Background: an optimization exercise with open tools, aiming at small area, a short achievable clock period and few clock cycles per item. Do not read the settings as production practice. RTL that was checked went through simulation tests only; none was proved equivalent to the original. Only the layout flow was run in run 1; the RTL was not checked for function there.

**design.v**
```verilog
module cordic(
    input wire [31:0]   angle,
    input wire [1:0]    opt,
    input wire          enable,
    input wire          reset,
    input wire          clk,
    output wire signed [31:0] sin_out,
    output wire signed [31:0] cos_out,
    output wire               done
);
    localparam [17:0] K  = 18'd39797;
    localparam [17:0] NK = -18'd39797;
    function [15:0] atan_table;
        input [3:0] n;
        case (n)
            4'd2:  atan_table = 16'd16055;
            4'd3:  atan_table = 16'd8145;
            4'd4:  atan_table = 16'd4090;
            4'd5:  atan_table = 16'd2045;
            4'd6:  atan_table = 16'd1023;
            4'd7:  atan_table = 16'd512;
            4'd8:  atan_table = 16'd256;
            4'd9:  atan_table = 16'd128;
            4'd10: atan_table = 16'd64;
            4'd11: atan_table = 16'd32;
            4'd12: atan_table = 16'd16;
            4'd13: atan_table = 16'd8;
            4'd14: atan_table = 16'd4;
            default: atan_table = 16'd2;
        endcase
    endfunction
    reg signed [17:0] x, y;
    reg [15:0] z;
    reg [4:0]  n;                
    reg        dx, dyn;          
    reg        mz;               
    reg        sat_r, neg_r;     
    reg        sin_en, cos_en;   
    wire done_r = n[4];
    wire run    = enable & ~done_r;
    wire first  = (n[3:0] == 4'd0);
    wire st1    = (n[3:0] == 4'd1);
    wire last   = (n[3:0] == 4'd15);
    wire [17:0] yi = y ^ {18{dx}};
    wire [17:0] xi = x ^ {18{dyn}};
    wire [17:0] ys = $signed(yi) >>> n[3:0];
    wire [17:0] xs = $signed(xi) >>> n[3:0];
    wire [17:0] x_nx, y_nx;
    wire [15:0] z_nx;
    wire        ax_m = dx;
    wire [17:0] ax_b = ys;
    wire [17:0] ax_p = x ^ ax_b;
    wire [17:0] ax_g = x & ax_b;
    wire ax_c0 = ax_g[0] | (ax_p[0] & ax_m);
    wire ax_G0 = ax_g[17] | (ax_p[17] & ax_g[16]);
    wire ax_P0 = ax_p[17] & ax_p[16];
    wire ax_G1 = ax_g[16] | (ax_p[16] & ax_g[15]);
    wire ax_P1 = ax_p[16] & ax_p[15];
    wire ax_G2 = ax_g[15] | (ax_p[15] & ax_g[14]);
    wire ax_P2 = ax_p[15] & ax_p[14];
    wire ax_G3 = ax_g[14] | (ax_p[14] & ax_g[13]);
    wire ax_P3 = ax_p[14] & ax_p[13];
    wire ax_G4 = ax_g[13] | (ax_p[13] & ax_g[12]);
    wire ax_P4 = ax_p[13] & ax_p[12];
    wire ax_G5 = ax_g[12] | (ax_p[12] & ax_g[11]);
    wire ax_P5 = ax_p[12] & ax_p[11];
    wire ax_G6 = ax_g[11] | (ax_p[11] & ax_g[10]);
    wire ax_P6 = ax_p[11] & ax_p[10];
    wire ax_G7 = ax_g[10] | (ax_p[10] & ax_g[9]);
    wire ax_P7 = ax_p[10] & ax_p[9];
    wire ax_G8 = ax_g[9] | (ax_p[9] & ax_g[8]);
    wire ax_P8 = ax_p[9] & ax_p[8];
    wire ax_G9 = ax_g[8] | (ax_p[8] & ax_g[7]);
    wire ax_P9 = ax_p[8] & ax_p[7];
    wire ax_G10 = ax_g[7] | (ax_p[7] & ax_g[6]);
    wire ax_P10 = ax_p[7] & ax_p[6];
    wire ax_G11 = ax_g[6] | (ax_p[6] & ax_g[5]);
    wire ax_P11 = ax_p[6] & ax_p[5];
    wire ax_G12 = ax_g[5] | (ax_p[5] & ax_g[4]);
    wire ax_P12 = ax_p[5] & ax_p[4];
    wire ax_G13 = ax_g[4] | (ax_p[4] & ax_g[3]);
    wire ax_P13 = ax_p[4] & ax_p[3];
    wire ax_G14 = ax_g[3] | (ax_p[3] & ax_g[2]);
    wire ax_P14 = ax_p[3] & ax_p[2];
    wire ax_G15 = ax_g[2] | (ax_p[2] & ax_g[1]);
    wire ax_P15 = ax_p[2] & ax_p[1];
    wire ax_G16 = ax_g[1] | (ax_p[1] & ax_c0);
    wire ax_G17 = ax_G0 | (ax_P0 & ax_G2);
    wire ax_P17 = ax_P0 & ax_P2;
    wire ax_G18 = ax_G1 | (ax_P1 & ax_G3);
    wire ax_P18 = ax_P1 & ax_P3;
    wire ax_G19 = ax_G2 | (ax_P2 & ax_G4);
    wire ax_P19 = ax_P2 & ax_P4;
    wire ax_G20 = ax_G3 | (ax_P3 & ax_G5);
    wire ax_P20 = ax_P3 & ax_P5;
    wire ax_G21 = ax_G4 | (ax_P4 & ax_G6);
    wire ax_P21 = ax_P4 & ax_P6;
    wire ax_G22 = ax_G5 | (ax_P5 & ax_G7);
    wire ax_P22 = ax_P5 & ax_P7;
    wire ax_G23 = ax_G6 | (ax_P6 & ax_G8);
    wire ax_P23 = ax_P6 & ax_P8;
    wire ax_G24 = ax_G7 | (ax_P7 & ax_G9);
    wire ax_P24 = ax_P7 & ax_P9;
    wire ax_G25 = ax_G8 | (ax_P8 & ax_G10);
    wire ax_P25 = ax_P8 & ax_P10;
    wire ax_G26 = ax_G9 | (ax_P9 & ax_G11);
    wire ax_P26 = ax_P9 & ax_P11;
    wire ax_G27 = ax_G10 | (ax_P10 & ax_G12);
    wire ax_P27 = ax_P10 & ax_P12;
    wire ax_G28 = ax_G11 | (ax_P11 & ax_G13);
    wire ax_P28 = ax_P11 & ax_P13;
    wire ax_G29 = ax_G12 | (ax_P12 & ax_G14);
    wire ax_P29 = ax_P12 & ax_P14;
    wire ax_G30 = ax_G13 | (ax_P13 & ax_G15);
    wire ax_P30 = ax_P13 & ax_P15;
    wire ax_G31 = ax_G14 | (ax_P14 & ax_G16);
    wire ax_G32 = ax_G15 | (ax_P15 & ax_c0);
    wire ax_G33 = ax_G17 | (ax_P17 & ax_G21);
    wire ax_P33 = ax_P17 & ax_P21;
    wire ax_G34 = ax_G18 | (ax_P18 & ax_G22);
    wire ax_P34 = ax_P18 & ax_P22;
    wire ax_G35 = ax_G19 | (ax_P19 & ax_G23);
    wire ax_P35 = ax_P19 & ax_P23;
    wire ax_G36 = ax_G20 | (ax_P20 & ax_G24);
    wire ax_P36 = ax_P20 & ax_P24;
    wire ax_G37 = ax_G21 | (ax_P21 & ax_G25);
    wire ax_P37 = ax_P21 & ax_P25;
    wire ax_G38 = ax_G22 | (ax_P22 & ax_G26);
    wire ax_P38 = ax_P22 & ax_P26;
    wire ax_G39 = ax_G23 | (ax_P23 & ax_G27);
    wire ax_P39 = ax_P23 & ax_P27;
    wire ax_G40 = ax_G24 | (ax_P24 & ax_G28);
    wire ax_P40 = ax_P24 & ax_P28;
    wire ax_G41 = ax_G25 | (ax_P25 & ax_G29);
    wire ax_P41 = ax_P25 & ax_P29;
    wire ax_G42 = ax_G26 | (ax_P26 & ax_G30);
    wire ax_P42 = ax_P26 & ax_P30;
    wire ax_G43 = ax_G27 | (ax_P27 & ax_G31);
    wire ax_G44 = ax_G28 | (ax_P28 & ax_G32);
    wire ax_G45 = ax_G29 | (ax_P29 & ax_G16);
    wire ax_G46 = ax_G30 | (ax_P30 & ax_c0);
    wire ax_G47 = ax_G33 | (ax_P33 & ax_G41);
    wire ax_P47 = ax_P33 & ax_P41;
    wire ax_G48 = ax_G34 | (ax_P34 & ax_G42);
    wire ax_P48 = ax_P34 & ax_P42;
    wire ax_G49 = ax_G35 | (ax_P35 & ax_G43);
    wire ax_G50 = ax_G36 | (ax_P36 & ax_G44);
    wire ax_G51 = ax_G37 | (ax_P37 & ax_G45);
    wire ax_G52 = ax_G38 | (ax_P38 & ax_G46);
    wire ax_G53 = ax_G39 | (ax_P39 & ax_G31);
    wire ax_G54 = ax_G40 | (ax_P40 & ax_G32);
    wire ax_G55 = ax_G41 | (ax_P41 & ax_G16);
    wire ax_G56 = ax_G42 | (ax_P42 & ax_c0);
    wire ax_G57 = ax_G47 | (ax_P47 & ax_G16);
    wire ax_G58 = ax_G48 | (ax_P48 & ax_c0);
    assign x_nx = ax_p ^ {ax_G58, ax_G49, ax_G50, ax_G51, ax_G52, ax_G53, ax_G54, ax_G55, ax_G56, ax_G43, ax_G44, ax_G45, ax_G46, ax_G31, ax_G32, ax_G16, ax_c0, ax_m};
    wire        ay_m = dyn;
    wire [17:0] ay_b = xs;
    wire [17:0] ay_p = y ^ ay_b;
    wire [17:0] ay_g = y & ay_b;
    wire ay_c0 = ay_g[0] | (ay_p[0] & ay_m);
    wire ay_G0 = ay_g[17] | (ay_p[17] & ay_g[16]);
    wire ay_P0 = ay_p[17] & ay_p[16];
    wire ay_G1 = ay_g[16] | (ay_p[16] & ay_g[15]);
    wire ay_P1 = ay_p[16] & ay_p[15];
    wire ay_G2 = ay_g[15] | (ay_p[15] & ay_g[14]);
    wire ay_P2 = ay_p[15] & ay_p[14];
    wire ay_G3 = ay_g[14] | (ay_p[14] & ay_g[13]);
    wire ay_P3 = ay_p[14] & ay_p[13];
    wire ay_G4 = ay_g[13] | (ay_p[13] & ay_g[12]);
    wire ay_P4 = ay_p[13] & ay_p[12];
    wire ay_G5 = ay_g[12] | (ay_p[12] & ay_g[11]);
    wire ay_P5 = ay_p[12] & ay_p[11];
    wire ay_G6 = ay_g[11] | (ay_p[11] & ay_g[10]);
    wire ay_P6 = ay_p[11] & ay_p[10];
    wire ay_G7 = ay_g[10] | (ay_p[10] & ay_g[9]);
    wire ay_P7 = ay_p[10] & ay_p[9];
    wire ay_G8 = ay_g[9] | (ay_p[9] & ay_g[8]);
    wire ay_P8 = ay_p[9] & ay_p[8];
    wire ay_G9 = ay_g[8] | (ay_p[8] & ay_g[7]);
    wire ay_P9 = ay_p[8] & ay_p[7];
    wire ay_G10 = ay_g[7] | (ay_p[7] & ay_g[6]);
    wire ay_P10 = ay_p[7] & ay_p[6];
    wire ay_G11 = ay_g[6] | (ay_p[6] & ay_g[5]);
    wire ay_P11 = ay_p[6] & ay_p[5];
    wire ay_G12 = ay_g[5] | (ay_p[5] & ay_g[4]);
    wire ay_P12 = ay_p[5] & ay_p[4];
    wire ay_G13 = ay_g[4] | (ay_p[4] & ay_g[3]);
    wire ay_P13 = ay_p[4] & ay_p[3];
    wire ay_G14 = ay_g[3] | (ay_p[3] & ay_g[2]);
    wire ay_P14 = ay_p[3] & ay_p[2];
    wire ay_G15 = ay_g[2] | (ay_p[2] & ay_g[1]);
    wire ay_P15 = ay_p[2] & ay_p[1];
    wire ay_G16 = ay_g[1] | (ay_p[1] & ay_c0);
    wire ay_G17 = ay_G0 | (ay_P0 & ay_G2);
    wire ay_P17 = ay_P0 & ay_P2;
    wire ay_G18 = ay_G1 | (ay_P1 & ay_G3);
    wire ay_P18 = ay_P1 & ay_P3;
    wire ay_G19 = ay_G2 | (ay_P2 & ay_G4);
    wire ay_P19 = ay_P2 & ay_P4;
    wire ay_G20 = ay_G3 | (ay_P3 & ay_G5);
    wire ay_P20 = ay_P3 & ay_P5;
    wire ay_G21 = ay_G4 | (ay_P4 & ay_G6);
    wire ay_P21 = ay_P4 & ay_P6;
    wire ay_G22 = ay_G5 | (ay_P5 & ay_G7);
    wire ay_P22 = ay_P5 & ay_P7;
    wire ay_G23 = ay_G6 | (ay_P6 & ay_G8);
    wire ay_P23 = ay_P6 & ay_P8;
    wire ay_G24 = ay_G7 | (ay_P7 & ay_G9);
    wire ay_P24 = ay_P7 & ay_P9;
    wire ay_G25 = ay_G8 | (ay_P8 & ay_G10);
    wire ay_P25 = ay_P8 & ay_P10;
    wire ay_G26 = ay_G9 | (ay_P9 & ay_G11);
    wire ay_P26 = ay_P9 & ay_P11;
    wire ay_G27 = ay_G10 | (ay_P10 & ay_G12);
    wire ay_P27 = ay_P10 & ay_P12;
    wire ay_G28 = ay_G11 | (ay_P11 & ay_G13);
    wire ay_P28 = ay_P11 & ay_P13;
    wire ay_G29 = ay_G12 | (ay_P12 & ay_G14);
    wire ay_P29 = ay_P12 & ay_P14;
    wire ay_G30 = ay_G13 | (ay_P13 & ay_G15);
    wire ay_P30 = ay_P13 & ay_P15;
    wire ay_G31 = ay_G14 | (ay_P14 & ay_G16);
    wire ay_G32 = ay_G15 | (ay_P15 & ay_c0);
    wire ay_G33 = ay_G17 | (ay_P17 & ay_G21);
    wire ay_P33 = ay_P17 & ay_P21;
    wire ay_G34 = ay_G18 | (ay_P18 & ay_G22);
    wire ay_P34 = ay_P18 & ay_P22;
    wire ay_G35 = ay_G19 | (ay_P19 & ay_G23);
    wire ay_P35 = ay_P19 & ay_P23;
    wire ay_G36 = ay_G20 | (ay_P20 & ay_G24);
    wire ay_P36 = ay_P20 & ay_P24;
    wire ay_G37 = ay_G21 | (ay_P21 & ay_G25);
    wire ay_P37 = ay_P21 & ay_P25;
    wire ay_G38 = ay_G22 | (ay_P22 & ay_G26);
    wire ay_P38 = ay_P22 & ay_P26;
    wire ay_G39 = ay_G23 | (ay_P23 & ay_G27);
    wire ay_P39 = ay_P23 & ay_P27;
    wire ay_G40 = ay_G24 | (ay_P24 & ay_G28);
    wire ay_P40 = ay_P24 & ay_P28;
    wire ay_G41 = ay_G25 | (ay_P25 & ay_G29);
    wire ay_P41 = ay_P25 & ay_P29;
    wire ay_G42 = ay_G26 | (ay_P26 & ay_G30);
    wire ay_P42 = ay_P26 & ay_P30;
    wire ay_G43 = ay_G27 | (ay_P27 & ay_G31);
    wire ay_G44 = ay_G28 | (ay_P28 & ay_G32);
    wire ay_G45 = ay_G29 | (ay_P29 & ay_G16);
    wire ay_G46 = ay_G30 | (ay_P30 & ay_c0);
    wire ay_G47 = ay_G33 | (ay_P33 & ay_G41);
    wire ay_P47 = ay_P33 & ay_P41;
    wire ay_G48 = ay_G34 | (ay_P34 & ay_G42);
    wire ay_P48 = ay_P34 & ay_P42;
    wire ay_G49 = ay_G35 | (ay_P35 & ay_G43);
    wire ay_G50 = ay_G36 | (ay_P36 & ay_G44);
    wire ay_G51 = ay_G37 | (ay_P37 & ay_G45);
    wire ay_G52 = ay_G38 | (ay_P38 & ay_G46);
    wire ay_G53 = ay_G39 | (ay_P39 & ay_G31);
    wire ay_G54 = ay_G40 | (ay_P40 & ay_G32);
    wire ay_G55 = ay_G41 | (ay_P41 & ay_G16);
    wire ay_G56 = ay_G42 | (ay_P42 & ay_c0);
    wire ay_G57 = ay_G47 | (ay_P47 & ay_G16);
    wire ay_G58 = ay_G48 | (ay_P48 & ay_c0);
    assign y_nx = ay_p ^ {ay_G58, ay_G49, ay_G50, ay_G51, ay_G52, ay_G53, ay_G54, ay_G55, ay_G56, ay_G43, ay_G44, ay_G45, ay_G46, ay_G31, ay_G32, ay_G16, ay_c0, ay_m};
    reg [15:0] zc01;
    always @* begin
        case ({neg_r, dx})
            2'b01:   zc01 = -16'd16321;    
            2'b00:   zc01 = -16'd21087;
            2'b11:   zc01 =  16'd21087;
            default: zc01 =  16'd16321;    
        endcase
    end
    wire [15:0] z_b = st1 ? zc01 : atan_table(n[3:0]);
    wire        az_m = mz;
    wire [15:0] az_b = z_b ^ {16{az_m}};
    wire [15:0] az_p = z ^ az_b;
    wire [15:0] az_g = z & az_b;
    wire az_c0 = az_g[0] | (az_p[0] & az_m);
    wire az_G0 = az_g[15] | (az_p[15] & az_g[14]);
    wire az_P0 = az_p[15] & az_p[14];
    wire az_G1 = az_g[14] | (az_p[14] & az_g[13]);
    wire az_P1 = az_p[14] & az_p[13];
    wire az_G2 = az_g[13] | (az_p[13] & az_g[12]);
    wire az_P2 = az_p[13] & az_p[12];
    wire az_G3 = az_g[12] | (az_p[12] & az_g[11]);
    wire az_P3 = az_p[12] & az_p[11];
    wire az_G4 = az_g[11] | (az_p[11] & az_g[10]);
    wire az_P4 = az_p[11] & az_p[10];
    wire az_G5 = az_g[10] | (az_p[10] & az_g[9]);
    wire az_P5 = az_p[10] & az_p[9];
    wire az_G6 = az_g[9] | (az_p[9] & az_g[8]);
    wire az_P6 = az_p[9] & az_p[8];
    wire az_G7 = az_g[8] | (az_p[8] & az_g[7]);
    wire az_P7 = az_p[8] & az_p[7];
    wire az_G8 = az_g[7] | (az_p[7] & az_g[6]);
    wire az_P8 = az_p[7] & az_p[6];
    wire az_G9 = az_g[6] | (az_p[6] & az_g[5]);
    wire az_P9 = az_p[6] & az_p[5];
    wire az_G10 = az_g[5] | (az_p[5] & az_g[4]);
    wire az_P10 = az_p[5] & az_p[4];
    wire az_G11 = az_g[4] | (az_p[4] & az_g[3]);
    wire az_P11 = az_p[4] & az_p[3];
    wire az_G12 = az_g[3] | (az_p[3] & az_g[2]);
    wire az_P12 = az_p[3] & az_p[2];
    wire az_G13 = az_g[2] | (az_p[2] & az_g[1]);
    wire az_P13 = az_p[2] & az_p[1];
    wire az_G14 = az_g[1] | (az_p[1] & az_c0);
    wire az_G15 = az_G0 | (az_P0 & az_G2);
    wire az_P15 = az_P0 & az_P2;
    wire az_G16 = az_G1 | (az_P1 & az_G3);
    wire az_P16 = az_P1 & az_P3;
    wire az_G17 = az_G2 | (az_P2 & az_G4);
    wire az_P17 = az_P2 & az_P4;
    wire az_G18 = az_G3 | (az_P3 & az_G5);
    wire az_P18 = az_P3 & az_P5;
    wire az_G19 = az_G4 | (az_P4 & az_G6);
    wire az_P19 = az_P4 & az_P6;
    wire az_G20 = az_G5 | (az_P5 & az_G7);
    wire az_P20 = az_P5 & az_P7;
    wire az_G21 = az_G6 | (az_P6 & az_G8);
    wire az_P21 = az_P6 & az_P8;
    wire az_G22 = az_G7 | (az_P7 & az_G9);
    wire az_P22 = az_P7 & az_P9;
    wire az_G23 = az_G8 | (az_P8 & az_G10);
    wire az_P23 = az_P8 & az_P10;
    wire az_G24 = az_G9 | (az_P9 & az_G11);
    wire az_P24 = az_P9 & az_P11;
    wire az_G25 = az_G10 | (az_P10 & az_G12);
    wire az_P25 = az_P10 & az_P12;
    wire az_G26 = az_G11 | (az_P11 & az_G13);
    wire az_P26 = az_P11 & az_P13;
    wire az_G27 = az_G12 | (az_P12 & az_G14);
    wire az_G28 = az_G13 | (az_P13 & az_c0);
    wire az_G29 = az_G15 | (az_P15 & az_G19);
    wire az_P29 = az_P15 & az_P19;
    wire az_G30 = az_G16 | (az_P16 & az_G20);
    wire az_P30 = az_P16 & az_P20;
    wire az_G31 = az_G17 | (az_P17 & az_G21);
    wire az_P31 = az_P17 & az_P21;
    wire az_G32 = az_G18 | (az_P18 & az_G22);
    wire az_P32 = az_P18 & az_P22;
    wire az_G33 = az_G19 | (az_P19 & az_G23);
    wire az_P33 = az_P19 & az_P23;
    wire az_G34 = az_G20 | (az_P20 & az_G24);
    wire az_P34 = az_P20 & az_P24;
    wire az_G35 = az_G21 | (az_P21 & az_G25);
    wire az_P35 = az_P21 & az_P25;
    wire az_G36 = az_G22 | (az_P22 & az_G26);
    wire az_P36 = az_P22 & az_P26;
    wire az_G37 = az_G23 | (az_P23 & az_G27);
    wire az_G38 = az_G24 | (az_P24 & az_G28);
    wire az_G39 = az_G25 | (az_P25 & az_G14);
    wire az_G40 = az_G26 | (az_P26 & az_c0);
    wire az_G41 = az_G29 | (az_P29 & az_G37);
    wire az_G42 = az_G30 | (az_P30 & az_G38);
    wire az_G43 = az_G31 | (az_P31 & az_G39);
    wire az_G44 = az_G32 | (az_P32 & az_G40);
    wire az_G45 = az_G33 | (az_P33 & az_G27);
    wire az_G46 = az_G34 | (az_P34 & az_G28);
    wire az_G47 = az_G35 | (az_P35 & az_G14);
    wire az_G48 = az_G36 | (az_P36 & az_c0);
    assign z_nx = az_p ^ {az_G42, az_G43, az_G44, az_G45, az_G46, az_G47, az_G48, az_G37, az_G38, az_G39, az_G40, az_G27, az_G28, az_G14, az_c0, az_m};
    wire [31:0] ua = angle ^ {32{angle[31]}};
    wire angle_sat = (|ua[30:17]) | (ua[16:0] >= 17'h1BF00);
    wire signed [17:0] a18 = angle[17:0];
    wire d1 = angle[31] ? (a18 >= -18'sd51472) : (a18 >= 18'sd51472);
    wire d_nx = first ? (angle_sat ? ~angle[31] : d1)
                      : (sat_r ? ~neg_r : ~z_nx[15]);
    always @(posedge clk) begin
        sat_r  <= angle_sat;
        neg_r  <= angle[31];
        sin_en <= ~opt[0];
        cos_en <= ~(opt[1] & opt[0]);
        if (run) begin
            z   <= first ? angle[15:0] : z_nx;
            dx  <= d_nx;
            dyn <= ~d_nx;
            mz  <= d_nx & ~first;
        end
    end
    always @(posedge clk or posedge reset) begin
        if (reset) begin
            x  <= K;
            y  <= 18'd0;
            n  <= 5'd0;
        end else if (run) begin
            if (!first) x <= (last & ~cos_en) ? 18'd0 : x_nx;
            y  <= first ? (angle[31] ? NK : K) :
                  (last & ~sin_en) ? 18'd0 : y_nx;
            n  <= n + 5'd1;
        end
    end
    assign done    = done_r;
    assign sin_out = {{14{y[17]}}, y};
    assign cos_out = {{14{x[17]}}, x};
endmodule
```
**standard.sh**
```bash
#!/bin/bash
# synth_recipe.tcl (not shown) runs the flow's synth.tcl, then flattens the netlist and writes it again
# the make line also repeats each setting of config.mk as NAME=value (left out here)
make -C /OpenROAD-flow-scripts/flow DESIGN_CONFIG=/design/flow/config.mk WORK_HOME=/design/flow/orfs CLKGATE_MAP_FILE= SYNTH_SCRIPT=/design/flow/synth_recipe.tcl "${@:-finish}"
```
**flow/run.sh**
```bash
#!/bin/bash
# The standard layout (standard.sh) with extra ORFS settings: port buffers
# made from sky130_fd_sc_hd__buf_1. ORFS writes each step's log under orfs/logs;
# make's own output goes to make.log.
set -euo pipefail
bash standard.sh 'BUFFER_PORTS_ARGS=-buffer_cell sky130_fd_sc_hd__buf_1' finish > make.log 2>&1
```
**constraint.sdc**
```tcl
create_clock -name core_clock -period 7.0 [get_ports {clk}]
set_input_delay 1.4000 -clock core_clock [delete_from_list [all_inputs] [get_ports {clk}]]
set_output_delay 1.4000 -clock core_clock [all_outputs]
set_load 0.01 [all_outputs]
```
**config.mk**
```make
export PLATFORM = sky130hd
export DESIGN_NAME = cordic
export DESIGN_NICKNAME = cordic
export VERILOG_FILES = /design/flow/design.v
export SDC_FILE = /design/flow/constraint.sdc
export NUM_CORES = 4
export LEC_CHECK = 0
export ABC_AREA = 1
export CAP_MARGIN = 20
export CORE_MARGIN = 2
export CORE_UTILIZATION = 40
export CTS_BUF_LIST = sky130_fd_sc_hd__clkbuf_8
export CTS_CLUSTER_SIZE = 24
export SETUP_SLACK_MARGIN = 3.5
export SLEW_MARGIN = 20
```
==> results of run 1 <==
-- sequential cells by signal, summed over array words and instances, names as in the netlist --
register / flops
sin_en: 1
neg_r: 1
mz: 1
x: 18
cos_en: 1
z: 16
sat_r: 1
y: 18
dx: 1
dyn: 1
n: 5
-- through the flow --
stage	cell area, um^2	hold slack [ns]
finish	9095	0.5216
global placement	8031	0.4960
CTS	8339	0.5064
global route	9095	0.5560
floorplan	7709	0.4919
detailed placement	8031	0.4938
-- worst max-delay path, cell delays in order (launching register included) --
cell	delay, ns
edfxtp_1	0.52
buf_12	0.21
buf_8	0.13
nand2_1	0.09
nand2_4	0.08
buf_4	0.14
nand2_1	0.06
o21ai_0	0.11
o21ai_1	0.23
nand2_1	0.09
o21ai_1	0.16
ha_1	0.31
buf_4	0.16
nand3_1	0.09
nand3_2	0.13
a21boi_4	0.24
o21ai_1	0.13
a21boi_0	0.20
o21ai_0	0.12
a21oi_1	0.14
-- path summary, 6_finish.rpt --
kind | end | slack, ns | cells after the start
worst max-delay path | y[14] | 3.60 | 19
worst min-delay path | x[12] | 0.52 | 2
worst max register to register | y[14] | 3.60 | 19
worst min register to register | x[12] | 0.52 | 2
max in group asynchronous | n[3] | 5.14 | 2
min in group asynchronous | y[15] | 1.19 | 2
-- area by class of cell --
cell class | count | area, um^2
Clock buffer | 10 | 137.6
Clock inverter | 6 | 65.06
Fill cell | 1944 | 9736
Inverter | 114 | 465.4
Multi-Input combinational cell | 928 | 5568
Sequential cell | 64 | 1700
Tap cell | 260 | 325.3
Timing Repair Buffer | 148 | 833.3
-- cells by family after synthesis --
logic type      after synthesis  synth area share [%]
fa+ha+maj                    61                 10.39
xor+xnor                     60                 6.915
compound gates              301                 21.34
mux                           9                 1.169
buf+inv                     184                 10.99
flops                        64                 21.91
simple gates                497                 27.28
-- Yosys cell counts (19+ instances only) --
master,instances,area share (%)
a21oi_1,93,6.0
buf_4,33,3.2
clkbuf_1,23,1.1
dfrtp_1,31,10
edfxtp_1,19,7.4
ha_1,56,9.1
inv_1,104,5.1
nand2_1,294,14
nand3_1,61,4.0
nor2_1,84,4.1
o21ai_0,141,9.2
xnor2_1,27,3.1
xor2_1,32,3.6
-- per-layer routing --
metal  vias up  track usage (%)  part of all wire, %
li1       4098                -                    -
met1      3778            34.05                   49
met2       253            33.50                   44
met3        25            3.588                  5.3
met4         0            3.908                  1.6
met5         -                0                    0
-- repair_timing --
| item | CTS | global route |
|---|---|---|
| gates resized for setup | 25 | 143 |
| endpoints found under the setup margin | 47 | 35 |
| buffers inserted | 5 | 35 |
| hold endpoints to repair | 0 | 0 |
| gates cloned | 0 | 3 |
| pin swaps | 0 | 38 |
==> results.py, run 1 <==
metrics = {
    "setup_path": {
        "cp_max_fo": 8,
        "worstSetupEndpointType": "flip-flop",
        "path_class": "flip-flop to flip-flop",
        "startpoint": "dyn",
        "worstSetupStartpointType": "flip-flop",
        "r2r_start": "dyn",
        "arrival_ns": 3.71,
        "required_ns": 7.31,
    },
    "synth": {
        "synth_nets": 1274,
        "yosys_register_bits": 64,
        "synth_flop_cell": "dfrtp_1",
        "synth-edff-count": 19,
        "synth-seq-area-share_pct": 21.91,
        "ys_types": 56,
        "yosysWarningCount": 1,
        "synth-async-reset-ratio_pct": 64.06,
        "syn_inst": 1176,
        "syn-cell-area_um2": 7709,
        "avgSynthCellArea_um2": 6.555,
    },
    "outcome": {
        "status": "timing/DRC/antenna clean",
    },
    "detailed_routing": {
        "drtPass1Iterations": 5,
        "wl_per_cell_um": 15.46,
        "ant_nets": 0,
        "drt-total-wl_mm": 23.66,
        "route.vias.total": 8154,
        "drtIter0Drc": 518,
        "drc": 0,
        "viasPerCell": 5.329,
    },
    "sta": {
        "fin_ws_ns": 3.600,
        "tightest_slew_ns": 0.9105,
        "slew_headroom_pct": 39.21,
        "fin_tns_setup_ns": 0,
        "clock.fmax_ghz": 0.2942,
        "hold_viol": 0,
        "report.final.slew_viol_count": 0,
        "rsz0062_at_grt": "true",
        "finClkSkew_ns": 0.01301,
        "period_share_pct": 48.57,
        "min_period_ns": 3.400,
        "setup_viol": 0,
    },
    "finish": {
        "nets": 1363,
        "area.growth.synth_to_final_pct": 17.98,
        "layout_commonest_cell": "nand2_1",
        "antenna_cells": 0,
        "stdcell_count": 1530,
        "final_cell_mix": "285 x nand2_1, 101 x buf_1, 100 x inv_1",
        "drive_gt1_share_pct": 15.51,
        "fin_util_pct": 48.30,
    },
    "worst_hold_path": {
        "hold_path_startpoint": "x[12]",
        "hp-class": "flip-flop to flip-flop",
    },
    "placement": {
        "place_ws_ns": 2.733,
        "numPortBuffers": 101,
        "dp_hpwl_mm": 17.05,
        "place_congestion": 0.9286,
        "dp_cells": 1471,
    },
    "global_routing": {
        "grt_max_degree": 44,
        "antenna_found_initial": 0,
        "grt_pass1_vias": 7042,
        "grt_pass1_wl_mm": 36.46,
        "grt.total_usage_pct": 22.37,
        "overflow": 0,
    },
    "die": {
        "std_cell_rows": 50,
        "die_area_um2": 20400,
        "ioPinCount": 102,
        "die_w_um": 142.8,
        "die_h_um": 142.8,
        "coreArea_um2": 18830,
        "start_util_pct": 40.94,
    },
    "flow_run": {
        "cap_violations": 0,
    },
    "cts": {
        "clkSlewWorstSetupHoldPaths_ns": 0.08,
        "cts.sinks": 64,
        "cts_buffers": 9,
        "htreeDepth": 3,
        "cts_hold_buf": 0,
        "insertion_delay_ns": 0.39,
        "cts_max_path_buffers": 2,
        "cts_tree": "yes",
        "cts_root_buf": "clkbuf_8",
    },
}
==> inputs of run 2 (changes only) <==
--- a/design.v
+++ b/design.v
@@ -34,4 +34,3 @@
     reg [4:0]  n;                
-    reg        dx, dyn;          
-    reg        mz;               
+    reg        dx, dyn, dz;      
     reg        sat_r, neg_r;     
@@ -43,6 +42,6 @@
     wire last   = (n[3:0] == 4'd15);
-    wire [17:0] yi = y ^ {18{dx}};
-    wire [17:0] xi = x ^ {18{dyn}};
-    wire [17:0] ys = $signed(yi) >>> n[3:0];
-    wire [17:0] xs = $signed(xi) >>> n[3:0];
+    wire signed [17:0] yi = y ^ {18{dx}};
+    wire signed [17:0] xi = x ^ {18{dyn}};
+    wire [17:0] ys = yi >>> n[3:0];
+    wire [17:0] xs = xi >>> n[3:0];
     wire [17:0] x_nx, y_nx;
@@ -265,3 +264,3 @@
     always @* begin
-        case ({neg_r, dx})
+        case ({neg_r, dz})
             2'b01:   zc01 = -16'd16321;    
@@ -273,3 +272,3 @@
     wire [15:0] z_b = st1 ? zc01 : atan_table(n[3:0]);
-    wire        az_m = mz;
+    wire        az_m = dz & ~st1;
     wire [15:0] az_b = z_b ^ {16{az_m}};
@@ -377,3 +376,3 @@
             dyn <= ~d_nx;
-            mz  <= d_nx & ~first;
+            dz  <= d_nx;
         end
--- a/config.mk
+++ b/config.mk
@@ -11,3 +11,3 @@
 export CORE_UTILIZATION = 40
-export CTS_BUF_LIST = sky130_fd_sc_hd__clkbuf_8
+export CTS_BUF_LIST = sky130_fd_sc_hd__clkbuf_4 sky130_fd_sc_hd__clkbuf_8
 export CTS_CLUSTER_SIZE = 24
==> run 2 against run 1 <==
Still clean on timing, DRC and antenna. Die area shrank 1.7%. Synthesized cell count shrank 4.1%. Critical path depth is the same. Global-route usage shrank 0.96 points. Register-to-register slack gained 0.04 ns. Critical path type unchanged. Critical endpoint is now x[10]. Highest routed layer unchanged.
==> results.py, run 2 <==
metrics = {
    "synth": {
        "synth-seq-area-share_pct": 21.91,
        "syn_inst": 1128,
        "ys_types": 59,
        "netlist_top_cells_count": "282 x nand2_1, 94 x o21ai_0, 88 x a21oi_1",
        "synth_most_common_cell": "nand2_1",
        "yosysTopAreaCell": "nand2_1",
        "synth.area.top_cells": "nand2_1 14%, dfrtp_1 10%, ha_1 9.3%, edfxtp_1 7.1%, o21ai_0 6.2%",
        "yosysWarningCount": 1,
        "netlist.area_leader.share_pct": 13.98,
        "synth_flop_cell": "dfrtp_1",
        "yosys_register_bits": 63,
        "avgSynthCellArea_um2": 6.712,
        "synth_nets": 1226,
        "synth-edff-count": 18,
        "syn-cell-area_um2": 7571,
        "synth-async-reset-ratio_pct": 65.08,
    },
    "detailed_routing": {
        "ant_nets": 0,
        "wl_per_cell_um": 15.29,
        "drtIter0Drc": 616,
        "drt-total-wl_mm": 21.84,
        "drtPass1Iterations": 5,
        "drc": 0,
        "viasPerCell": 5.331,
        "route.vias.total": 7613,
    },
    "setup_path": {
        "reg2reg_slack_ns": 3.64,
        "path_class": "flip-flop to flip-flop",
        "critPathMaxStageDelay_ns": 0.46,
        "worstSetupEndpointType": "flip-flop",
        "required_ns": 7.26,
        "cp_max_fo": 10,
        "ff2ff_path_depth": 19,
        "r2r_start": "dx",
        "crit_slowest_cell": "edfxtp_1",
        "r2r-end": "x[10]",
        "arrival_ns": 3.62,
        "crit_chain": "buf_12, buf_8, buf_4, xnor2_2, o21ai_0, o211ai_1, nand2_1, o21ai_2, fa_2, inv_4, fa_2, nand3_1, nand2_2, a21boi_2, o21ai_2, a31oi_1, or2_1, nand3_1, nand2_1",
        "worstSetupStartpointType": "flip-flop",
    },
    "finish": {
        "stdcell_count": 1428,
        "layout_commonest_cell": "nand2_1",
        "final_cell_mix": "279 x nand2_1, 101 x buf_1, 84 x o21ai_0",
        "nets": 1287,
        "reg_top3": "x x18, y x18, z x16",
        "final_area_um2": 8534,
        "area.growth.synth_to_final_pct": 12.73,
        "drive_gt1_share_pct": 11.39,
        "antenna_cells": 0,
    },
    "sta": {
        "hold_viol": 0,
        "rsz0062_at_grt": "true",
        "fin_tns_setup_ns": 0,
        "slew_headroom_pct": 38.10,
        "report.final.slew_viol_count": 0,
        "setup_viol": 0,
        "clock.fmax_ghz": 0.2977,
        "finClkSkew_ns": 0.009252,
        "tightest_slew_ns": 0.9271,
        "period_share_pct": 47.99,
        "min_period_ns": 3.359,
    },
    "global_routing": {
        "grt_pass1_vias": 6773,
        "grt_max_degree": 55,
        "grt.total_usage_pct": 21.41,
        "antenna_found_initial": 0,
        "grt_pass1_wl_mm": 34.49,
        "overflow": 0,
    },
    "die": {
        "start_util_pct": 40.61,
        "std_cell_rows": 50,
        "die_w_um": 141.6,
        "ioPinCount": 102,
        "die_area_um2": 20040,
        "die_h_um": 141.6,
        "coreArea_um2": 18640,
    },
    "flow_run": {
        "cap_violations": 0,
    },
    "cts": {
        "insertion_delay_ns": 0.37,
        "cts.sinks": 63,
        "htreeDepth": 3,
        "cts_buffers": 9,
        "cts_tree": "yes",
        "cts_max_path_buffers": 2,
        "clkSlewWorstSetupHoldPaths_ns": 0.08,
        "cts_root_buf": "clkbuf_8",
    },
    "worst_hold_path": {
        "hold_path_end": "x[8]",
        "hp-class": "flip-flop to flip-flop",
        "hold_path_startpoint": "x[8]",
        "hold_path_depth": 2,
    },
    "placement": {
        "place_congestion": 0.9114,
        "dp_cells": 1395,
        "numPortBuffers": 101,
        "dp_hpwl_mm": 16.44,
        "dpl_cell_area_um2": 7833,
    },
    "outcome": {
        "status": "timing/DRC/antenna clean",
    },
}
## run 2: through the flow
step                      hold WS, ns  setup slack [ns]  util, %
after floorplan                0.4930             3.740        -
after global placement         0.5055             2.819    42.01
after detailed placement       0.5086             2.728    42.01
after CTS                      0.5196             3.461    43.46
after global routing           0.5511             3.433    45.78
final                          0.5205             3.641    45.78
## run 2: worst max-delay path by stage
stage / start / end / slack, ns / cells after the start
after CTS: n[0] / x[10] / 3.46 / 18
after global placement: n[0] / y[12] / 2.82 / 20
after global routing: dyn / y[17] / 3.43 / 18
final: dx / x[10] / 3.64 / 19
after detailed placement: n[0] / y[12] / 2.73 / 20
after floorplan: n[1] / z[12] / 3.74 / 19
## run 2: per-layer routing
metal	wire length, um	track usage [%]	part of all wire (%)
met2	9486	32.45	43
met1	10940	31.95	50
met5	0	0	0
met3	1162	2.497	5.3
met4	252	6.263	1.2
## run 2: critical path: cells and delay by family (launching register included)
family,cells,cell delay [ns]
buffers and inverters,4,0.58
AND/OR/NAND/NOR,6,0.62
XOR/XNOR,1,0.14
flip-flops,1,0.46
adder cells (fa/ha/maj),2,0.64
AO/OA/AOI/OAI,6,0.80
## run 2: cell type report
type | count | area, um^2
well taps | 234 | 292.8
clock inverters | 7 | 73.82
multi-input cells | 901 | 5388
inverters | 91 | 374.1
fillers | 1943 | 10110
flip-flops and latches | 63 | 1667
clock buffers | 9 | 123.9
repair buffers | 123 | 615.6
## run 2: what timing repair did
action                                  CTS  global route
gates resized for setup                  14            76
pin swaps                                 0            11
endpoints found under the setup margin   51            37
buffers inserted                          3            14
gates cloned                              0             0
endpoints found under the hold margin     0             0
hold buffers                              0             0
## run 2: logic make-up (layout without fill, tap and decap cells)
| group | after synthesis | after routing | share of synthesized area (%) |
|---|---|---|---|
| flops | 63 | 63 | 21.91 |
| compound gates | 306 | 306 | 22.46 |
| mux | 10 | 10 | 1.322 |
| buf+inv | 164 | 230 | 10.56 |
| xor+xnor | 61 | 61 | 7.354 |
| simple gates | 463 | 463 | 25.81 |
| fa+ha+maj | 61 | 61 | 10.58 |
Testbench counts of run 2, summed over its fixed seeds: cycles 43,200, items 2,400.
==> inputs of run 3 (changes only) <==
--- a/config.mk
+++ b/config.mk
@@ -11,5 +11,5 @@
 export CORE_UTILIZATION = 40
-export CTS_BUF_LIST = sky130_fd_sc_hd__clkbuf_4 sky130_fd_sc_hd__clkbuf_8
+export CTS_BUF_LIST = sky130_fd_sc_hd__clkbuf_8
 export CTS_CLUSTER_SIZE = 24
-export SETUP_SLACK_MARGIN = 3.5
+export SETUP_SLACK_MARGIN = 3.55
 export SLEW_MARGIN = 20
==> run 3 against run 2 <==
Global-route usage rose by 0.19 points. Clock skew is essentially flat. Final area rose by 2.4%. Still clean on timing, DRC and antenna. Non-clock buffer count increased by 6. Maximum frequency is 0.79% lower. Wire length up 1.9%. Critical path depth is the same. Count of clock-buffer cells in the layout unchanged.
==> results.py, run 3 <==
metrics = {
    "setup_path": {
        "ff2ff_path_depth": 19,
        "required_ns": 7.26,
        "arrival_ns": 3.65,
        "cp_max_fo": 7,
        "path_class": "flip-flop to flip-flop",
        "worstSetupEndpointType": "flip-flop",
        "worstSetupStartpointType": "flip-flop",
    },
    "placement": {
        "numPortBuffers": 101,
        "dp_cells": 1395,
        "place_congestion": 0.9114,
        "dp_hpwl_mm": 16.44,
    },
    "global_routing": {
        "grt_pass1_wl_mm": 34.75,
        "grt_pass1_vias": 6798,
        "antenna_found_initial": 0,
        "grt.total_usage_pct": 21.60,
        "grt_max_degree": 55,
        "overflow": 0,
    },
    "die": {
        "die_h_um": 141.6,
        "start_util_pct": 40.61,
        "std_cell_rows": 50,
        "ioPinCount": 102,
        "die_area_um2": 20040,
        "coreArea_um2": 18640,
        "die_w_um": 141.6,
    },
    "synth": {
        "ys_types": 59,
        "synth-async-reset-ratio_pct": 65.08,
        "synth-seq-area-share_pct": 21.91,
        "synth_most_common_cell": "nand2_1",
        "yosysTopAreaCell": "nand2_1",
        "netlist_top_cells_count": "282 x nand2_1, 94 x o21ai_0, 88 x a21oi_1",
        "synth.area.top_cells": "nand2_1 14%, dfrtp_1 10%, ha_1 9.3%, edfxtp_1 7.1%, o21ai_0 6.2%",
        "synth_nets": 1226,
        "yosysWarningCount": 1,
        "synth-edff-count": 18,
        "avgSynthCellArea_um2": 6.712,
        "yosys_register_bits": 63,
        "synth_flop_cell": "dfrtp_1",
        "syn_inst": 1128,
        "netlist.area_leader.share_pct": 13.98,
        "syn-cell-area_um2": 7571,
    },
    "worst_hold_path": {
        "hold_path_depth": 2,
        "hp-class": "flip-flop to flip-flop",
    },
    "cts": {
        "clkSlewWorstSetupHoldPaths_ns": 0.08,
        "cts_root_buf": "clkbuf_8",
        "cts.sinks": 63,
        "cts_max_path_buffers": 2,
        "cts_tree": "yes",
        "insertion_delay_ns": 0.37,
        "htreeDepth": 3,
        "cts_buffers": 9,
        "cts_hold_buf": 0,
    },
    "sta": {
        "min_period_ns": 3.386,
        "holdWs_ns": 0.5250,
        "rsz0062_at_grt": "true",
        "period_share_pct": 48.37,
        "clock.fmax_ghz": 0.2953,
        "report.final.slew_viol_count": 0,
        "finClkSkew_ns": 0.009337,
        "fin_tns_setup_ns": 0,
        "slew_headroom_pct": 38.91,
        "hold_viol": 0,
        "tightest_slew_ns": 0.9150,
        "setup_viol": 0,
    },
    "detailed_routing": {
        "drtIter0Drc": 540,
        "wl_per_cell_um": 15.51,
        "ant_nets": 0,
        "viasPerCell": 5.392,
        "drtPass1Iterations": 7,
        "drt-total-wl_mm": 22.25,
        "drc": 0,
        "route.vias.total": 7732,
    },
    "finish": {
        "layout_commonest_cell": "nand2_1",
        "antenna_cells": 0,
        "nets": 1293,
        "area.growth.synth_to_final_pct": 15.44,
        "drive_gt1_share_pct": 13.75,
        "stdcell_count": 1434,
        "fin_util_pct": 46.88,
        "reg_top3": "x x18, y x18, z x16",
        "num-fill-cells": 1905,
        "multi_input_area_um2": 5538,
        "final_cell_mix": "278 x nand2_1, 101 x buf_1, 78 x inv_1, 78 x a21oi_1, 78 x o21ai_0",
        "seqCellArea_um2": 1667,
    },
    "flow_run": {
        "cap_violations": 0,
    },
    "outcome": {
        "status": "timing/DRC/antenna clean",
    },
}
==> run 3: cell counts after synthesis <==
No cell type changed its count.
==> run 3: what timing repair did <==
| item | 4_1_cts | 5_1_grt |
|---|---|---|
| resized for setup | 23 | 102 |
| buffers inserted | 4 | 18 |
| pin swaps | 0 | 31 |
| setup endpoints to repair | 52 | 34 |
| gates cloned | 0 | 1 |
==> run 3: cell type report <==
cell class	count	area share, %
flip-flops and latches	63	19.07
clock inverters	7	0.8447
clock buffers	9	1.417
well taps	234	3.350
repair buffers	129	7.616
multi-input cells	901	63.36
inverters	91	4.338
==> run 3: cells by family (layout without fill, tap and decap cells) <==
logic type | Yosys count | count (layout) | synth area share, %
muxes | 10 | 10 | 1.322
DFF | 63 | 63 | 21.91
xor gates and xnor gates | 61 | 61 | 7.354
buffers and inverters | 164 | 236 | 10.56
AOI/OAI and AO/OA | 306 | 306 | 22.46
adders and majority gates | 61 | 61 | 10.58
and+or+nand+nor | 463 | 463 | 25.81
==> run 3: path summary, 6_finish.rpt <==
kind	from	to	slack, ns
worst min register to register	x[5]	x[5]	0.52
max in group asynchronous	reset	n[0]	5.13
worst max-delay path	dyn	y[12]	3.61
min in group asynchronous	reset	y[13]	1.20
worst min-delay path	x[5]	x[5]	0.52
worst max register to register	dyn	y[12]	3.61
==> run 3: worst max-delay path: stages (launching register included) <==
cell       delay [ns]
edfxtp_1         0.46
buf_6            0.16
clkbuf_16        0.16
xor2_1           0.19
nand2_1          0.08
o21ai_2          0.08
o21ai_2          0.09
o21ai_2          0.19
o21ai_2          0.10
fa_2             0.40
fa_2             0.40
inv_2            0.06
nand3_2          0.07
nand2_4          0.09
a21oi_4          0.07
o21ai_4          0.21
a21oi_2          0.08
or2_0            0.23
nand3_1          0.07
a21oi_1          0.06
==> run 3: metal layers <==
layer,track usage [%],share of wire [%],vias up
met1,32.12,50,3574
met2,33.11,44,212
met5,0,0,-
li1,-,-,3929
met4,6.053,1.1,0
met3,2.362,4.5,17
==> run 3: stage by stage <==
| stage | cell area, um^2 | setup WS (ns) |
|---|---|---|
| final | 8740 | 3.614 |
| after detailed placement | 7833 | 2.728 |
| after CTS | 8154 | 3.505 |
| after global routing | 8740 | 3.411 |
| after global placement | 7833 | 2.819 |
| after floorplan | 7571 | 3.740 |
==> inputs of run 4 (changes only) <==
--- a/config.mk
+++ b/config.mk
@@ -13,3 +13,4 @@
 export CTS_CLUSTER_SIZE = 24
-export SETUP_SLACK_MARGIN = 3.55
+export GPL_ROUTABILITY_DRIVEN = 0
+export SETUP_SLACK_MARGIN = 3.5
 export SLEW_MARGIN = 20
==> run 4 against run 3 <==
Synthesized cell count stayed put. Via count shrank 1.5%. Cell count is 0.42% lower. Final area down 2.3%. Register-to-register slack gained 0.03 ns. Die area stayed put. Worst hold slack lost 0.0045 ns. Core utilization fell by 1.1 points. Critical endpoint is now x[10]. Largest cell class unchanged.
==> results.py, run 4 <==
metrics = {
    "synth": {
        "synth_xor_area_share_pct": 7.354,
        "yosysWarningCount": 1,
        "synth_nets": 1226,
        "synth_most_common_cell": "nand2_1",
        "yosysTopAreaCell": "nand2_1",
        "synth_top_family_by_area": "simple AND/OR/NAND/NOR gates",
        "netlist.area_leader.share_pct": 13.98,
        "ys_types": 59,
        "avgSynthCellArea_um2": 6.712,
        "synth-edff-count": 18,
        "synth-seq-area-share_pct": 21.91,
        "syn-cell-area_um2": 7571,
        "syn_inst": 1128,
        "synth-compound-area-share_pct": 22.46,
        "yosys_register_bits": 63,
        "netlist_top_cells_count": "282 x nand2_1, 94 x o21ai_0, 88 x a21oi_1",
        "synth-async-reset-ratio_pct": 65.08,
        "synthAdderAreaFrac_pct": 10.58,
        "synth_flop_cell": "dfrtp_1",
        "synthMuxAreaShare_pct": 1.322,
        "synth.area.top_cells": "nand2_1 14%, dfrtp_1 10%, ha_1 9.3%, edfxtp_1 7.1%, o21ai_0 6.2%",
        "synth-simple-area-share_pct": 25.81,
    },
    "setup_path": {
        "r2r-end": "x[10]",
        "arrival_ns": 3.62,
        "worstSetupStartpointType": "flip-flop",
        "ff2ff_path_depth": 19,
        "crit_slowest_cell": "edfxtp_1",
        "r2r_start": "dx",
        "path_class": "flip-flop to flip-flop",
        "reg2reg_slack_ns": 3.64,
        "required_ns": 7.26,
        "worstSetupEndpointType": "flip-flop",
        "crit_chain": "buf_12, buf_8, buf_4, xnor2_2, o21ai_0, o211ai_1, nand2_1, o21ai_2, fa_2, inv_4, fa_2, nand3_1, nand2_2, a21boi_2, o21ai_2, a31oi_1, or2_1, nand3_1, nand2_1",
        "critPathMaxStageDelay_ns": 0.46,
        "cp_max_fo": 10,
    },
    "die": {
        "coreArea_um2": 18640,
        "start_util_pct": 40.61,
        "std_cell_rows": 50,
        "die_area_um2": 20040,
        "die_h_um": 141.6,
        "ioPinCount": 102,
        "die_w_um": 141.6,
    },
    "global_routing": {
        "antenna_found_initial": 0,
        "grt_pass1_vias": 6773,
        "grt.total_usage_pct": 21.41,
        "grt_pass1_wl_mm": 34.49,
        "grt_max_degree": 55,
        "overflow": 0,
    },
    "placement": {
        "place_ws_ns": 2.728,
        "dpl_cell_area_um2": 7833,
        "numPortBuffers": 101,
        "dp_cells": 1395,
        "dp_hpwl_mm": 16.44,
    },
    "sta": {
        "slew_headroom_pct": 38.10,
        "tightest_slew_ns": 0.9271,
        "period_share_pct": 47.99,
        "clock.fmax_ghz": 0.2977,
        "hold_viol": 0,
        "rsz0062_at_grt": "true",
        "fin_ws_ns": 3.641,
        "report.final.slew_viol_count": 0,
        "setup_viol": 0,
        "finClkSkew_ns": 0.009252,
        "min_period_ns": 3.359,
        "fin_tns_setup_ns": 0,
    },
    "finish": {
        "final_area_um2": 8534,
        "antenna_cells": 0,
        "final_cell_mix": "279 x nand2_1, 101 x buf_1, 84 x o21ai_0",
        "nets": 1287,
        "drive_gt1_share_pct": 11.39,
        "area.growth.synth_to_final_pct": 12.73,
        "layout_commonest_cell": "nand2_1",
        "reg_top3": "x x18, y x18, z x16",
        "stdcell_count": 1428,
    },
    "cts": {
        "cts_max_path_buffers": 2,
        "cts.sinks": 63,
        "cts_tree": "yes",
        "insertion_delay_ns": 0.37,
        "cts_buffers": 9,
        "cts_hold_buf": 0,
        "htreeDepth": 3,
        "cts_root_buf": "clkbuf_8",
        "clkSlewWorstSetupHoldPaths_ns": 0.08,
    },
    "detailed_routing": {
        "wl_per_cell_um": 15.29,
        "drc": 0,
        "drtPass1Iterations": 5,
        "ant_nets": 0,
        "viasPerCell": 5.331,
        "route.vias.total": 7613,
        "drtIter0Drc": 616,
        "drt-total-wl_mm": 21.84,
    },
    "worst_hold_path": {
        "hold_path_depth": 2,
        "hold_path_end": "x[8]",
        "hp-class": "flip-flop to flip-flop",
        "hold_path_startpoint": "x[8]",
    },
    "flow_run": {
        "cap_violations": 0,
    },
    "outcome": {
        "status": "timing/DRC/antenna clean",
    },
}
run 4: cell counts after synthesis:
Identical to the previous run, type by type.
run 4: how the worst max path moves through the flow:
stage	from	to	slack [ns]	cells after the start
final	dx	x[10]	3.64	19
after global routing	dyn	y[17]	3.43	18
after CTS	n[0]	x[10]	3.46	18
after detailed placement	n[0]	y[12]	2.73	20
after global placement	n[0]	y[12]	2.82	20
after floorplan	n[1]	z[12]	3.74	19
run 4: critical path, delay by kind of cell (launching register included):
kind | cells | cell delay [ns]
AOI/OAI and AO/OA | 6 | 0.80
xor gates and xnor gates | 1 | 0.14
adders and majority gates | 2 | 0.64
buffers and inverters | 4 | 0.58
DFF | 1 | 0.46
and+or+nand+nor | 6 | 0.62
run 4: cell type report:
cell class | instances | area, um^2
clock buffers | 9 | 123.9
clock inverters | 7 | 73.82
fillers | 1943 | 10110
inverters | 91 | 374.1
multi-input cells | 901 | 5388
flip-flops and latches | 63 | 1667
well taps | 234 | 292.8
repair buffers | 123 | 615.6
run 4: per-stage QoR:
stage,hold WS (ns),util (%)
6_report,0.5205,45.78
5_1_grt,0.5511,45.78
4_1_cts,0.5196,43.46
3_5_place_dp,0.5086,42.01
3_3_place_gp,0.5055,42.01
2_1_floorplan,0.4930,-
run 4: layer usage:
layer	share of wire [%]	up-vias	global-route usage (%)
met1	50	3442	31.95
li1	-	3910	-
met4	1.2	0	6.263
met2	43	247	32.45
met5	0	-	0
met3	5.3	14	2.497
run 4: cells by family (layout without fill, tap and decap cells):
group                      Yosys count  after routing
and+or+nand+nor                    463            463
xor gates and xnor gates            61             61
AOI/OAI and AO/OA                  306            306
muxes                               10             10
DFF                                 63             63
adders and majority gates           61             61
buffers and inverters              164            230
run 4: repair_timing:
action                                  4_1_cts  5_1_grt
hold endpoints to repair                      0        0
pin swaps                                     0       11
resized for setup                            14       76
buffers inserted                              3       14
endpoints found under the setup margin       51       37
cloned                                        0        0
==> inputs of run 5 (changes only) <==
--- a/config.mk
+++ b/config.mk
@@ -13,3 +13,2 @@
 export CTS_CLUSTER_SIZE = 24
-export GPL_ROUTABILITY_DRIVEN = 0
 export SETUP_SLACK_MARGIN = 3.5
==> run 5 against run 4 <==
Still clean on timing, DRC and antenna. Core utilization stayed put. Area after synthesis stayed put. Critical path depth stayed put. Setup slack stayed put. Worst hold slack stayed put. First-iteration DRC count stayed put. Non-clock buffer count stayed put.
==> results.py, run 5 <==
metrics = {
    "outcome": {
        "status": "timing/DRC/antenna clean",
    },
    "sta": {
        "period_share_pct": 47.99,
        "hold_viol": 0,
        "fin_tns_setup_ns": 0,
        "report.final.slew_viol_count": 0,
        "slew_headroom_pct": 38.10,
        "min_period_ns": 3.359,
        "clock.fmax_ghz": 0.2977,
        "rsz0062_at_grt": "true",
        "finClkSkew_ns": 0.009252,
        "tightest_slew_ns": 0.9271,
        "setup_viol": 0,
    },
    "global_routing": {
        "grt.total_usage_pct": 21.41,
        "antenna_found_initial": 0,
        "grt_max_degree": 55,
        "grt_pass1_wl_mm": 34.49,
        "grt_pass1_vias": 6773,
        "overflow": 0,
    },
    "flow_run": {
        "cap_violations": 0,
    },
    "synth": {
        "netlist.area_leader.share_pct": 13.98,
        "syn_inst": 1128,
        "netlist_top_cells_count": "282 x nand2_1, 94 x o21ai_0, 88 x a21oi_1",
        "synth_nets": 1226,
        "synth_most_common_cell": "nand2_1",
        "synth-seq-area-share_pct": 21.91,
        "synth.area.top_cells": "nand2_1 14%, dfrtp_1 10%, ha_1 9.3%, edfxtp_1 7.1%, o21ai_0 6.2%",
        "syn-cell-area_um2": 7571,
        "synth-async-reset-ratio_pct": 65.08,
        "synth_flop_cell": "dfrtp_1",
        "yosysTopAreaCell": "nand2_1",
        "yosys_register_bits": 63,
        "ys_types": 59,
        "synth-edff-count": 18,
        "yosysWarningCount": 1,
        "avgSynthCellArea_um2": 6.712,
    },
    "detailed_routing": {
        "wl_per_cell_um": 15.29,
        "drtPass1Iterations": 5,
        "drt-total-wl_mm": 21.84,
        "drc": 0,
        "viasPerCell": 5.331,
        "ant_nets": 0,
        "drtIter0Drc": 616,
        "route.vias.total": 7613,
    },
    "setup_path": {
        "path_class": "flip-flop to flip-flop",
        "cp_max_fo": 10,
        "worstSetupEndpointType": "flip-flop",
        "required_ns": 7.26,
        "worstSetupStartpointType": "flip-flop",
        "arrival_ns": 3.62,
    },
    "placement": {
        "dp_hpwl_mm": 16.44,
        "numPortBuffers": 101,
        "place_congestion": 0.9114,
        "dpl_cell_area_um2": 7833,
    },
    "cts": {
        "cts_buffers": 9,
        "htreeDepth": 3,
        "cts_hold_buf": 0,
        "cts_max_path_buffers": 2,
        "cts_tree": "yes",
        "clkSlewWorstSetupHoldPaths_ns": 0.08,
        "insertion_delay_ns": 0.37,
        "cts_root_buf": "clkbuf_8",
        "cts.sinks": 63,
    },
    "finish": {
        "drive_gt1_share_pct": 11.39,
        "final_cell_mix": "279 x nand2_1, 101 x buf_1, 84 x o21ai_0",
        "area.growth.synth_to_final_pct": 12.73,
        "final_area_um2": 8534,
        "nets": 1287,
        "antenna_cells": 0,
        "reg_top3": "x x18, y x18, z x16",
        "fin_util_pct": 45.78,
        "layout_commonest_cell": "nand2_1",
    },
    "die": {
        "die_w_um": 141.6,
        "std_cell_rows": 50,
        "start_util_pct": 40.61,
        "ioPinCount": 102,
        "die_h_um": 141.6,
        "coreArea_um2": 18640,
        "die_area_um2": 20040,
    },
    "worst_hold_path": {
        "hp-class": "flip-flop to flip-flop",
    },
}
==> run 5: cell counts in the layout (fill, tap and decap cells not counted) <==
Identical to the previous run, type by type.
==> run 5: logic make-up (layout without fill, tap and decap cells) <==
| group | after synthesis | in the layout | share of synthesized area (%) |
|---|---|---|---|
| compound gates | 306 | 306 | 22.46 |
| fa+ha+maj | 61 | 61 | 10.58 |
| mux | 10 | 10 | 1.322 |
| xor+xnor | 61 | 61 | 7.354 |
| simple gates | 463 | 463 | 25.81 |
| flops | 63 | 63 | 21.91 |
| buf+inv | 164 | 230 | 10.56 |
==> run 5: final timing paths <==
kind,from,cells after the start,endpoint,slack (ns)
max in group asynchronous,reset,2,n[0],5.12
worst min register to register,x[8],2,x[8],0.52
min in group asynchronous,reset,2,y[13],1.21
worst max-delay path,dx,19,x[10],3.64
worst min-delay path,x[8],2,x[8],0.52
worst max register to register,dx,19,x[10],3.64
==> run 5: layout make-up <==
| type | instances | area [um^2] |
|---|---|---|
| flip-flops and latches | 63 | 1667 |
| clock buffers | 9 | 123.9 |
| fillers | 1943 | 10110 |
| repair buffers | 123 | 615.6 |
| well taps | 234 | 292.8 |
| multi-input cells | 901 | 5388 |
| clock inverters | 7 | 73.82 |
| inverters | 91 | 374.1 |
==> run 5: metrics by stage <==
stage / cells / hold WS (ns) / setup slack, ns
floorplan: 1128 / 0.4930 / 3.740
global placement: 1395 / 0.5055 / 2.819
detailed placement: 1395 / 0.5086 / 2.728
CTS: 1414 / 0.5196 / 3.461
global route: 1428 / 0.5511 / 3.433
finish: 1428 / 0.5205 / 3.641
==> run 5: metal layers <==
metal | GRT usage, % | up-vias | wire [um]
met5 | 0 | - | 0
met3 | 2.497 | 14 | 1162
met2 | 32.45 | 247 | 9486
li1 | - | 3910 | -
met4 | 6.263 | 0 | 252
met1 | 31.95 | 3442 | 10940
==> run 5: repair_timing <==
item	in CTS	in global routing
setup endpoints to repair	51	37
cloned	0	0
setup buffers	3	14
pin swaps	0	11
endpoints found under the hold margin	0	0
gates resized for setup	14	76
==> run 5: critical path, cell delays in order (launching register included) <==
cell      delay, ns
edfxtp_1       0.46
buf_12         0.19
buf_8          0.15
buf_4          0.14
xnor2_2        0.14
o21ai_0        0.26
o211ai_1       0.12
nand2_1        0.09
o21ai_2        0.08
fa_2           0.44
inv_4          0.10
fa_2           0.20
nand3_1        0.09
nand2_2        0.12
a21boi_2       0.08
o21ai_2        0.15
a31oi_1        0.11
or2_1          0.21
nand3_1        0.06
nand2_1        0.05
==> inputs of run 6 (changes only) <==
--- a/config.mk
+++ b/config.mk
@@ -10,3 +10,3 @@
 export CORE_MARGIN = 2
-export CORE_UTILIZATION = 40
+export CORE_UTILIZATION = 50
 export CTS_BUF_LIST = sky130_fd_sc_hd__clkbuf_8
==> run 6 against run 5 <==
Still clean on timing, DRC and antenna. Sequential cell count unchanged. Synthesized cell count did not move. Count of clock-buffer cells in the layout unchanged. Worst hold slack worse by 0.0066 ns. Register-to-register slack improved by 0.04 ns. Core utilization increased by 14 points. Critical path depth grew 3. Global-route usage up 6.6 points. Largest cell class unchanged.
==> results.py, run 6 <==
metrics = {
    "outcome": {
        "status": "timing/DRC/antenna clean",
    },
    "die": {
        "std_cell_rows": 44,
        "die_w_um": 127.1,
        "coreArea_um2": 14640,
        "ioPinCount": 102,
        "die_h_um": 127.1,
        "die_area_um2": 16140,
    },
    "cts": {
        "cts_root_buf": "clkbuf_8",
        "clkSlewWorstSetupHoldPaths_ns": 0.08,
        "cts_buffers": 9,
        "cts.sinks": 63,
        "insertion_delay_ns": 0.39,
        "htreeDepth": 3,
        "cts_hold_buf": 0,
    },
    "synth": {
        "synth_nets": 1226,
        "syn-cell-area_um2": 7571,
        "synth.area.top_cells": "nand2_1 14%, dfrtp_1 10%, ha_1 9.3%, edfxtp_1 7.1%, o21ai_0 6.2%",
        "synth_most_common_cell": "nand2_1",
        "avgSynthCellArea_um2": 6.712,
        "synth-seq-area-share_pct": 21.91,
        "synth-edff-count": 18,
        "yosysTopAreaCell": "nand2_1",
        "yosysWarningCount": 1,
        "netlist.area_leader.share_pct": 13.98,
        "yosys_register_bits": 63,
        "netlist_top_cells_count": "282 x nand2_1, 94 x o21ai_0, 88 x a21oi_1",
    },
    "setup_path": {
        "r2r_start": "dx",
        "cp_max_fo": 13,
        "worstSetupEndpointType": "flip-flop",
        "ff2ff_path_depth": 22,
        "arrival_ns": 3.64,
        "r2r-end": "x[13]",
        "worstSetupStartpointType": "flip-flop",
    },
    "sta": {
        "clock.fmax_ghz": 0.3011,
        "report.final.slew_viol_count": 0,
        "holdWs_ns": 0.5139,
        "slew_headroom_pct": 34.55,
        "finClkSkew_ns": 0.02016,
        "rsz0062_at_grt": "true",
        "hold_viol": 0,
        "min_period_ns": 3.321,
        "tightest_slew_ns": 0.9751,
        "period_share_pct": 47.44,
        "setup_viol": 0,
        "fin_tns_setup_ns": 0,
    },
    "flow_run": {
        "cap_violations": 0,
    },
    "global_routing": {
        "grt_pass1_wl_mm": 35.78,
        "overflow": 0,
        "grt_pass1_vias": 6915,
        "antenna_found_initial": 0,
    },
    "detailed_routing": {
        "wl_per_cell_um": 16.32,
        "viasPerCell": 5.598,
        "drc": 0,
        "ant_nets": 0,
        "drtPass1Iterations": 5,
        "drt-total-wl_mm": 22.70,
        "drtIter0Drc": 551,
        "route.vias.total": 7787,
    },
    "worst_hold_path": {
        "hold_path_depth": 2,
        "hold_path_end": "x[9]",
        "hold_path_startpoint": "x[9]",
    },
    "finish": {
        "final_cell_mix": "278 x nand2_1, 101 x buf_1, 79 x inv_1",
        "antenna_cells": 0,
        "layout_commonest_cell": "nand2_1",
        "fin_util_pct": 59.78,
        "nets": 1300,
        "drive_gt1_share_pct": 13.84,
    },
    "placement": {
        "dp_hpwl_mm": 16.64,
        "numPortBuffers": 101,
    },
}
[run 6: cell counts after synthesis]
Identical to the previous run, type by type.
[run 6: worst max path at each step]
stage / from / end / cells past startpoint
2_1_floorplan: n[1] / z[12] / 19
3_3_place_gp: n[0] / y[12] / 20
3_5_place_dp: n[0] / y[12] / 20
4_1_cts: dyn / y[12] / 18
5_1_grt: dyn / y[13] / 20
6_report: dx / x[13] / 22
[run 6: cell families after synthesis]
family | synth area share (%)
mux | 1.322
fa+ha+maj | 10.58
xor+xnor | 7.354
buf+inv | 10.56
flops | 21.91
compound gates | 22.46
simple gates | 25.81
[run 6: cell type report]
type                            count  area (um^2)  area share, %
Sequential cell                    63         1669          19.07
Timing Repair Buffer              136        737.0          8.418
Clock inverter                      7        118.9          1.358
Inverter                           91        381.6          4.359
Clock buffer                        9        123.9          1.415
Multi-Input combinational cell    901         5494          62.76
Tap cell                          184        230.2          2.630
[run 6: layer usage]
| metal | wire length [um] | up-vias | share of wire (%) | track usage (%) |
|---|---|---|---|---|
| li1 | - | 3937 | - | - |
| met1 | 11130 | 3554 | 49 | 41.37 |
| met2 | 9837 | 263 | 43 | 42.98 |
| met3 | 1343 | 33 | 5.9 | 4.774 |
| met4 | 390 | 0 | 1.7 | 6.270 |
| met5 | 0 | - | 0 | 0 |
[run 6: per-stage QoR]
| stage | std cells | setup WS [ns] | cell area, um^2 |
|---|---|---|---|
| after floorplan | 1128 | 3.740 | 7571 |
| after global placement | 1345 | 2.784 | 7770 |
| after detailed placement | 1345 | 2.701 | 7770 |
| after CTS | 1368 | 3.469 | 8139 |
| after global routing | 1391 | 3.382 | 8755 |
| final | 1391 | 3.679 | 8755 |
[run 6: worst max-delay path, cell delays in order (launching register included)]
cell and delay (ns):
edfxtp_1 0.54, buf_4 0.20, buf_6 0.15, inv_4 0.11, nand2_1 0.07, nand2_2 0.11
inv_1 0.07, nand2_1 0.05, o21ai_1 0.07, nand2_1 0.07, o21ai_1 0.08, o21ai_2 0.18
o22ai_1 0.12, ha_1 0.36, a21oi_2 0.21, o21ai_2 0.09, a21oi_2 0.17, inv_1 0.10
nand3_1 0.08, nand4_1 0.11, a21oi_1 0.15, o21ai_0 0.11, nand2_1 0.06
[run 6: what timing repair did]
item                       4_1_cts  5_1_grt
setup buffers                    7       21
gates resized for setup         15      103
pin swaps                        2       23
cloned                           0        2
setup endpoints to repair       51       34

==> static timing again, ports no longer ideal <==
In the flow no input, the clock included, has a driving cell. The finished layouts below were timed again as built, in two steps. Step 1 assumes that a clkbuf_16 drives the clock port and a buf_2 every other input. Step 2 moves the port delays by t, midway between the first and last clock arrival at a register: inputs arrive t later, outputs are due t later. That takes back most of the time a late clock gives input paths. a / b / c = ideal / step 1 / step 2; a / b = the first two.
run	t, ns	slack for setup (ns)	hold WS [ns]	worst setup path after step 2
run 1	0.419	3.600 / 3.600 / 3.600	0.522 / 0.522 / 0.522	register to register
run 2	0.406	3.641 / 3.641 / 3.383	0.520 / 0.520 / 0.520	input to register
run 3	0.407	3.614 / 3.614 / 3.353	0.525 / 0.525 / 0.525	input to register
run 4	0.406	3.641 / 3.641 / 3.383	0.520 / 0.520 / 0.520	input to register
run 5	0.406	3.641 / 3.641 / 3.383	0.520 / 0.520 / 0.520	input to register
run 6	0.419	3.679 / 3.679 / 3.671	0.514 / 0.514 / 0.514	input to register
After both steps setup and hold are still met in every run listed. The setup slack of run 3, which loses most, moves by 0.000 ns with the drivers and by -0.261 ns with both steps.
